Background: an optimization exercise with open tools, aiming at small area and a short achievable clock period. Do not read the settings as production practice. In this exercise RTL edits were held to simulation tests only and were not proved equivalent to the original.

==> inputs of fjord <==
Design matrix_multiplier, start of the top module:
module matrix_multiplier (
    input clk,
    input reset,
    input start,
    input [7:0] in,
    output reg [15:0] o,
    output reg done
);
    reg [4:0] cnt;
    wire busy = cnt != 5'd0;
    wire [7:0] in_n = ~in;    
    reg [7:0] r0 [0:2];
    reg [7:0] r1 [0:2];
    reg [7:0] r2 [0:2];
    wire load_b0 = cnt >= 5'd10 && cnt <= 5'd12;
    wire load_b1 = cnt >= 5'd13 && cnt <= 5'd15;
    wire load_b2 = cnt >= 5'd16 && cnt <= 5'd18;
    always @(posedge clk) begin
        r0[0] <= load_b0 ? in_n : r0[2];
        r1[0] <= load_b1 ? in_n : r1[2];
        r2[0] <= load_b2 ? in_n : r2[2];
        r0[1] <= r0[0]; r0[2] <= r0[1];
        r1[1] <= r1[0]; r1[2] <= r1[1];
        r2[1] <= r2[0]; r2[2] <= r2[1];
    end
    reg [7:0] a0 [0:2];
    always @(posedge clk)
        if (cnt == 5'd1 || cnt == 5'd4 || cnt == 5'd7 || cnt == 5'd20 || cnt == 5'd23) begin
            a0[0] <= a0[1]; a0[1] <= a0[2]; a0[2] <= in_n;
        end
    reg [7:0] a1 [0:2];
    always @(posedge clk)
        if (cnt == 5'd2 || cnt == 5'd5 || cnt == 5'd8 || cnt == 5'd21 || cnt == 5'd24) begin
            a1[0] <= a1[1]; a1[1] <= a1[2]; a1[2] <= in_n;
        end
    reg [7:0] a2 [0:2];
    always @(posedge clk)
        if (cnt == 5'd3 || cnt == 5'd6 || cnt == 5'd9 || cnt == 5'd22 || cnt == 5'd25) begin
            a2[0] <= a2[1]; a2[1] <= a2[2]; a2[2] <= in_n;
        end
    wire [7:0] ha0 = a0[0];           
    wire [7:0] b0 = r0[1];            
    wire [7:0] ha1 = a1[0];           
    wire [7:0] b1 = r1[2];            
    wire [7:0] ha2 = a2[0];           
    wire [7:0] b2 = r2[0];            
    wire s0_1, s0_2;
    fadd u_s0_1 (~(ha0[0] | b0[5]), ~(ha0[1] | b0[4]), ~(ha0[2] | b0[3]), s0_1, s0_2);
    wire s0_3, s0_4;
    fadd u_s0_3 (~(ha0[0] | b0[6]), ~(ha0[1] | b0[5]), ~(ha0[2] | b0[4]), s0_3, s0_4);
    wire s0_5, s0_6;
    fadd u_s0_5 (~(ha0[0] | b0[7]), ~(ha0[1] | b0[6]), ~(ha0[2] | b0[5]), s0_5, s0_6);
    wire s0_7, s0_8;
    fadd u_s0_7 (~(ha0[3] | b0[4]), ~(ha0[4] | b0[3]), ~(ha0[5] | b0[2]), s0_7, s0_8);
    wire s0_9, s0_10;
  ...
clock: 8.0 ns
lec_check: 0
cap_margin: 20
core_margin: 2
core_utilization: 40
cts_buf_list: sky130_fd_sc_hd__clkbuf_8
cts_cluster_diameter: 60
cts_cluster_size: 20
place_density: 0.85
slew_margin: 20
synth_hierarchical: 1
synth_minimum_keep_size: 0
standard.sh (not shown) runs the stock make flow with config.mk's settings and CLKGATE_MAP_FILE= SYNTH_SCRIPT=/design/flow/synth_recipe.tcl, a recipe that flattens the netlist after the stock synthesis.
==> flow/flow/run.sh <==
#!/bin/bash
# The standard layout flow with these changes in how the layout is made (the
# clock period and the constraints stay the design's): the ports are buffered
# with buf_2 cells, and clock tree synthesis adds no dummy loads. The make
# output goes to standard.log; each ORFS step keeps its own log under orfs/logs.
set -euo pipefail
bash standard.sh SETUP_SLACK_MARGIN=5 \
    "BUFFER_PORTS_ARGS=-buffer_cell sky130_fd_sc_hd__buf_2" \
    "CTS_ARGS=-sink_clustering_enable -repair_clock_nets -dont_use_dummy_load -buf_list sky130_fd_sc_hd__clkbuf_8 -sink_clustering_size 20 -sink_clustering_max_diameter 60" \
    finish > standard.log 2>&1
==> harbor: changes against fjord <==
--- a/flow/config.mk
+++ b/flow/config.mk
@@ -8,9 +8,9 @@
 export CAP_MARGIN = 20
 export CORE_MARGIN = 2
-export CORE_UTILIZATION = 40
+export CORE_UTILIZATION = 50
 export CTS_BUF_LIST = sky130_fd_sc_hd__clkbuf_8
 export CTS_CLUSTER_DIAMETER = 60
 export CTS_CLUSTER_SIZE = 20
-export PLACE_DENSITY = 0.85
+export PLACE_DENSITY = 0.7
 export SLEW_MARGIN = 20
 export SYNTH_HIERARCHICAL = 1
==> delta: changes against fjord <==
--- a/flow/config.mk
+++ b/flow/config.mk
@@ -12,5 +12,5 @@
 export CTS_CLUSTER_DIAMETER = 60
 export CTS_CLUSTER_SIZE = 20
-export PLACE_DENSITY = 0.85
+export PLACE_DENSITY = 0.7
 export SLEW_MARGIN = 20
 export SYNTH_HIERARCHICAL = 1
==> lagoon: changes against fjord <==
--- a/flow/config.mk
+++ b/flow/config.mk
@@ -12,5 +12,5 @@
 export CTS_CLUSTER_DIAMETER = 60
 export CTS_CLUSTER_SIZE = 20
-export PLACE_DENSITY = 0.85
+export PLACE_DENSITY = 0.75
 export SLEW_MARGIN = 20
 export SYNTH_HIERARCHICAL = 1
==> impl.org <==
** Cells and area
- Once layout is complete, the utilization of the core stands at 0.431.

** Outcome
- Run status :: finished clean

** Clock tree
- Clock-pin slew was measured on the worst setup and hold paths at 0.12 ns.

** Floorplanning
- For this configuration, the core starts out at a cell density of 0.408.

** STA
- The clock arrives with 0.0334 ns of skew.
Source of the figures above: delta

==> impl.org <==
** Clock tree
- Clock-pin slew was measured on the worst setup and hold paths at 0.12 ns.

** Outcome
- The run finished with no timing, DRC or antenna violations.

** Floorplanning
- For this configuration, the core starts out at a cell density of 0.408.

** STA
- Worst Skew :: 0.0380 ns

** Cells and area
- Share of the core filled with cells in the final layout :: 0.430
Source of the figures above: fjord

==> impl.org <==
** Outcome
- The run finished with no timing, DRC or antenna violations.

** Clock tree
- Total setup buffers inserted after CTS :: 0
- Clock slew at the register clock pins of the worst setup and hold paths :: 0.12 ns

** STA
- Worst Skew :: 0.0210 ns

** Global routing
- GRT met3 Usage :: 0.0201

** Floorplanning
- Effective utilization at floorplan :: 0.408

** Synth
- Library cell with the largest summed area after synthesis :: sky130_fd_sc_hd__fa_1

** Cells and area
- Share of the core filled with cells in the final layout :: 0.430

** Routing
- Routed Wire Length :: 19,800 um
Source of the figures above: lagoon

==> impl.org <==
** Outcome
- Run status :: finished clean

** STA
- Worst Skew :: 0.0366 ns

** Synth
- Synthesized area divided by synthesized cell count :: 13.1 um^2
- Net count of the mapped netlist :: 1,065

** Cells and area
- Share of the core filled with cells in the final layout :: 0.530

** Place
- The congestion estimate from routability-driven global placement came to 0.871.

** Global routing
- For this run, global-route usage on met3 was measured as 0.0272.

** Worst setup path
- Critical Path RT :: 8.38 ns
Source of the figures above: harbor


========
==> trial 72 <==
Another version of the RTL of matrix_multiplier (not shown whole).
Settings: LEC_CHECK=0, CAP_MARGIN=20, CORE_MARGIN=2, CORE_UTILIZATION=40, CTS_BUF_LIST=sky130_fd_sc_hd__clkbuf_8, CTS_CLUSTER_DIAMETER=60, CTS_CLUSTER_SIZE=20, SLEW_MARGIN=20, SYNTH_HIERARCHICAL=1, SYNTH_MINIMUM_KEEP_SIZE=0; clock period 8.0 ns.
==> flow/flow/run.sh <==
#!/bin/bash
set -euo pipefail
bash standard.sh SETUP_SLACK_MARGIN=5.4 TNS_END_PERCENT=5 MATCH_CELL_FOOTPRINT=0 \
    "BUFFER_PORTS_ARGS=-buffer_cell sky130_fd_sc_hd__buf_2" finish > standard.log 2>&1
==> inputs of build 42, as changes to trial 72 <==
==> flow/run.sh (new file) <==
#!/bin/bash
# synth_recipe.tcl (not shown) runs the flow's synth.tcl, then flattens the netlist and writes it again
# the make line also repeats each setting of config.mk as NAME=value (left out here)
make -C /OpenROAD-flow-scripts/flow DESIGN_CONFIG=/design/flow/config.mk WORK_HOME=/design/flow/orfs CLKGATE_MAP_FILE= SYNTH_SCRIPT=/design/flow/synth_recipe.tcl finish
Settings changed: CORE_UTILIZATION 40 to 60, SETUP_SLACK_MARGIN set to 5.
removed: flow/flow/run.sh
removed: flow/standard.sh
==> qor summary <==
Status: trial 72 timing/DRC/antenna clean; build 42 timing/DRC/antenna clean
GPL Wtd Cong: trial 72 0.823; build 42 0.908
Number of non-clock buffers: trial 72 47; build 42 27
Unrepaired setup endpoints after global routing: trial 72 yes; build 42 no
Worst-case hold path end point: trial 72 r1[2][7]; build 42 ra[5][6]
Initial Utilization: trial 72 0.409; build 42 0.606
Required time worst endpoint: trial 72 8.45 ns; build 42 8.42 ns
Sequential portion of the cell area: trial 72 0.457; build 42 0.468
Post-placement setup slack: trial 72 5.19 ns; build 42 5.16 ns
Clock-pin transition on the worst setup and hold timing paths: trial 72 0.12 ns; build 42 0.11 ns
Max stage delay cell, worst path: trial 72 sky130_fd_sc_hd__fa_2; build 42 sky130_fd_sc_hd__dfxtp_1
Achievable Freq: trial 72 362 MHz; build 42 348 MHz

========
==> build 82 <==
matrix_multiplier, a different RTL version from the one above (not shown whole).
==> module matrix_multiplier, before the edit <==
module matrix_multiplier (
    input clk,
    input reset,
    input start,
    input [7:0] in,
    output reg [15:0] o, 
    output reg done
);
 localparam
        IDLE = 2'b00,
        LOAD = 2'b01,
        CALC = 2'b10,
        DONE = 2'b11;
    reg [1:0] state, next_state;
    reg [4:0] count;
    reg [7:0] a[8:0];
    reg [7:0] b[8:0];
    reg [15:0] c[8:0]; 
    integer i, j, k;
    always @(posedge clk or posedge reset) begin
        if (reset) 
            state <= IDLE;
        else 
            state <= next_state;
    end
    always @* begin
        case (state)
            IDLE: begin
                if (start == 0)
                    next_state = IDLE;
                else
                    next_state = LOAD;
            end
            LOAD: begin
                if (count < 18)
                    next_state = LOAD;
                else
                    next_state = CALC;
            end
            CALC: begin
                next_state = DONE;
            end
            DONE: begin
                if (count < 9)
                    next_state = DONE;
                else
                    next_state = IDLE;
            end
            default: next_state = IDLE;
        endcase
    end
    always @(posedge clk or posedge reset) begin
        if (reset) begin
            done <= 0;
            count <= 0;
            o <= 0;
            for (i = 0; i < 9; i = i + 1) begin
                a[i] <= 0;
                b[i] <= 0;
                c[i] <= 0;
            end
        end else begin
            case (state)
                IDLE: begin
                    done <= 0;
                    count <= 0;
                    o <= 0;
                end
                LOAD: begin
                    if (count < 9) begin
                        a[count] <= in;
                    end else if (count < 18) begin
                        b[count - 9] <= in;
                    end
                    count <= count + 1;
                end
                CALC: begin
                    for (i = 0; i < 3; i = i + 1) begin
                        for (j = 0; j < 3; j = j + 1) begin
                            c[i * 3 + j] = 0;
                            for (k = 0; k < 3; k = k + 1) begin
                                c[i * 3 + j] = c[i * 3 + j] + (a[i * 3 + k] * b[k * 3 + j]);
                            end
                        end
                    end
                    count <= 0;
                end
                DONE: begin
                    if (count < 9)
                        o <= c[count];
                    else
                        o <= 0;
                    count <= count + 1;
                    if (count >= 8) begin
                        done <= 1;
                    end
                end
                default: begin
                    done <= 0;
                end
            endcase
        end
    end
endmodule
Settings: LEC_CHECK=0, CAP_MARGIN=20, CORE_MARGIN=2, CORE_UTILIZATION=40, SLEW_MARGIN=20; clock period 8.0 ns.
run.sh (not shown) runs the stock make flow with config.mk's settings and CLKGATE_MAP_FILE= SYNTH_SCRIPT=/design/flow/synth_recipe.tcl, a recipe that flattens the netlist after the stock synthesis.
Stock flow here: none of the scripts above is used.
==> build 59 (differences from build 82) <==
==> flow/design.v (replaced) <==
module matrix_multiplier (
    input clk,
    input reset,
    input start,
    input [7:0] in,
    output reg [15:0] o,
    output reg done
);
    reg        busy;
    reg [4:0]  cnt;           
    reg [7:0] ra [0:8];       
    reg [7:0] r0 [0:2];       
    reg [7:0] r1 [0:2];
    reg [7:0] r2 [0:2];
    reg [7:0] ha0, ha1, ha2;  
    reg [15:0] p0, p1;
    wire load_a  = busy && cnt >= 5'd1  && cnt <= 5'd9;
    wire load_b0 = busy && cnt >= 5'd10 && cnt <= 5'd12;
    wire load_b1 = busy && cnt >= 5'd13 && cnt <= 5'd15;
    wire load_b2 = busy && cnt >= 5'd16 && cnt <= 5'd18;
    wire cap0 = busy && (cnt == 5'd18 || cnt == 5'd21 || cnt == 5'd24);
    wire cap1 = busy && (cnt == 5'd19 || cnt == 5'd22 || cnt == 5'd25);
    wire cap2 = busy && (cnt == 5'd20 || cnt == 5'd23 || cnt == 5'd26);
    wire valid = busy && cnt >= 5'd21 && cnt <= 5'd29;
    integer p;
    always @(posedge clk) begin
        ra[0] <= load_a ? in : ra[8];
        for (p = 1; p < 9; p = p + 1) ra[p] <= ra[p-1];
        r0[0] <= load_b0 ? in : r0[2];
        r1[0] <= load_b1 ? in : r1[2];
        r2[0] <= load_b2 ? in : r2[2];
        for (p = 1; p < 3; p = p + 1) begin
            r0[p] <= r0[p-1];
            r1[p] <= r1[p-1];
            r2[p] <= r2[p-1];
        end
        if (cap0) ha0 <= ra[7];
        if (cap1) ha1 <= ra[7];
        if (cap2) ha2 <= ra[7];
        p0 <= ha0 * r0[2];
        p1 <= p0 + ha1 * r1[0];
    end
    wire [15:0] sum = p1 + ha2 * r2[1];
    always @(posedge clk or posedge reset) begin
        if (reset) begin
            busy <= 1'b0;
            cnt  <= 5'd0;
            o    <= 16'd0;
            done <= 1'b0;
        end else begin
            o    <= valid ? sum : 16'd0;
            done <= busy && (cnt == 5'd29 || cnt == 5'd30);
            if (busy) begin
                cnt <= cnt + 5'd1;
                if (cnt == 5'd30) busy <= 1'b0;
            end else if (start) begin
                busy <= 1'b1;
                cnt  <= 5'd1;
            end
        end
    end
endmodule
--- a/flow/config.mk
+++ b/flow/config.mk
@@ -5,7 +5,9 @@
 export SDC_FILE = /design/flow/constraint.sdc
 export NUM_CORES = 4
 export LEC_CHECK = 0
+export ABC_CLOCK_PERIOD_IN_PS = 3000
 export CAP_MARGIN = 20
 export CORE_MARGIN = 2
-export CORE_UTILIZATION = 40
+export CORE_UTILIZATION = 60
+export SETUP_SLACK_MARGIN = 4.5
 export SLEW_MARGIN = 20
==> impl_metrics.env <==
export IMPL_grt_pass1_vias=54900
export IMPL_synth_top_cell_area_share_pct=38.9
export IMPL_r2r_start="a[3][6]"
export IMPL_outcome="timing/DRC/antenna clean"
export IMPL_worstPathCellList="buf_4, nand2_1, fa_1, fa_1, fa_1, fa_1, inv_1, fa_1, fa_1, inv_1, fa_1, inv_1, ha_1, a2111oi_0, nor3_1, o21ai_0, a31oi_1, or3_1, a31oi_1"
export IMPL_postSynthAreaPerCell_um2=9.47
export IMPL_ys_async_sr_fraction_pct=100
That was build 82.
==> impl_metrics.env <==
export IMPL_synth_top_cell_area_share_pct=27.2
export IMPL_outcome="timing/DRC/antenna clean"
export IMPL_worstPathCellList="buf_6, and2_4, fa_1, inv_2, fa_1, inv_1, fa_1, fa_1, ha_4, o21a_1, o21ai_2, o21bai_2, or4_1, nand3_1"
export IMPL_cts_resized=58
That was build 59.

-- port drivers added, routing unchanged --
No port has a modelled driver above. Below, the same layouts with a new extraction and two added sets of constraints. Step 1: set_driving_cell puts a clkbuf_16 on clk and a buf_2 on each other input, an assumption about the parent block. Step 2 times the ports against the registers' clock, not the clock port: input delays grow and output delays shrink by t, the midpoint of the rising clock arrivals with the driver on. Slacks: ideal ports / drivers / drivers and shift; pairs: ideal ports / drivers.
run | shift t [ns] | slack for setup (ns) | slew at the worst register clock pin (ns) | worst slew at a driven data input, ns | cell pins on the clock port's net
fjord | 0.542 | 5.274 / 5.274 / 5.274 | 0.12 / 0.12 | 0.03 | 1
harbor | 0.552 | 5.267 / 5.267 / 5.267 | 0.11 / 0.11 | 0.03 | 1
delta | 0.547 | 5.282 / 5.282 / 5.282 | 0.12 / 0.12 | 0.03 | 1
lagoon | 0.549 | 5.265 / 5.265 / 5.265 | 0.12 / 0.12 | 0.03 | 1
trial 72 | 0.586 | 5.241 / 5.241 / 5.241 | 0.12 / 0.12 | 0.04 | 1
build 42 | 0.585 | 5.128 / 5.128 / 5.128 | 0.12 / 0.12 | 0.03 | 1
build 82 | 0.718 | 0.785 / 0.785 / 0.785 | 0.07 / 0.07 | 0.08 | 1
build 59 | 0.567 | 3.909 / 3.909 / 3.909 | 0.06 / 0.06 | 0.03 | 1
After both steps setup and hold are still met in every run listed.
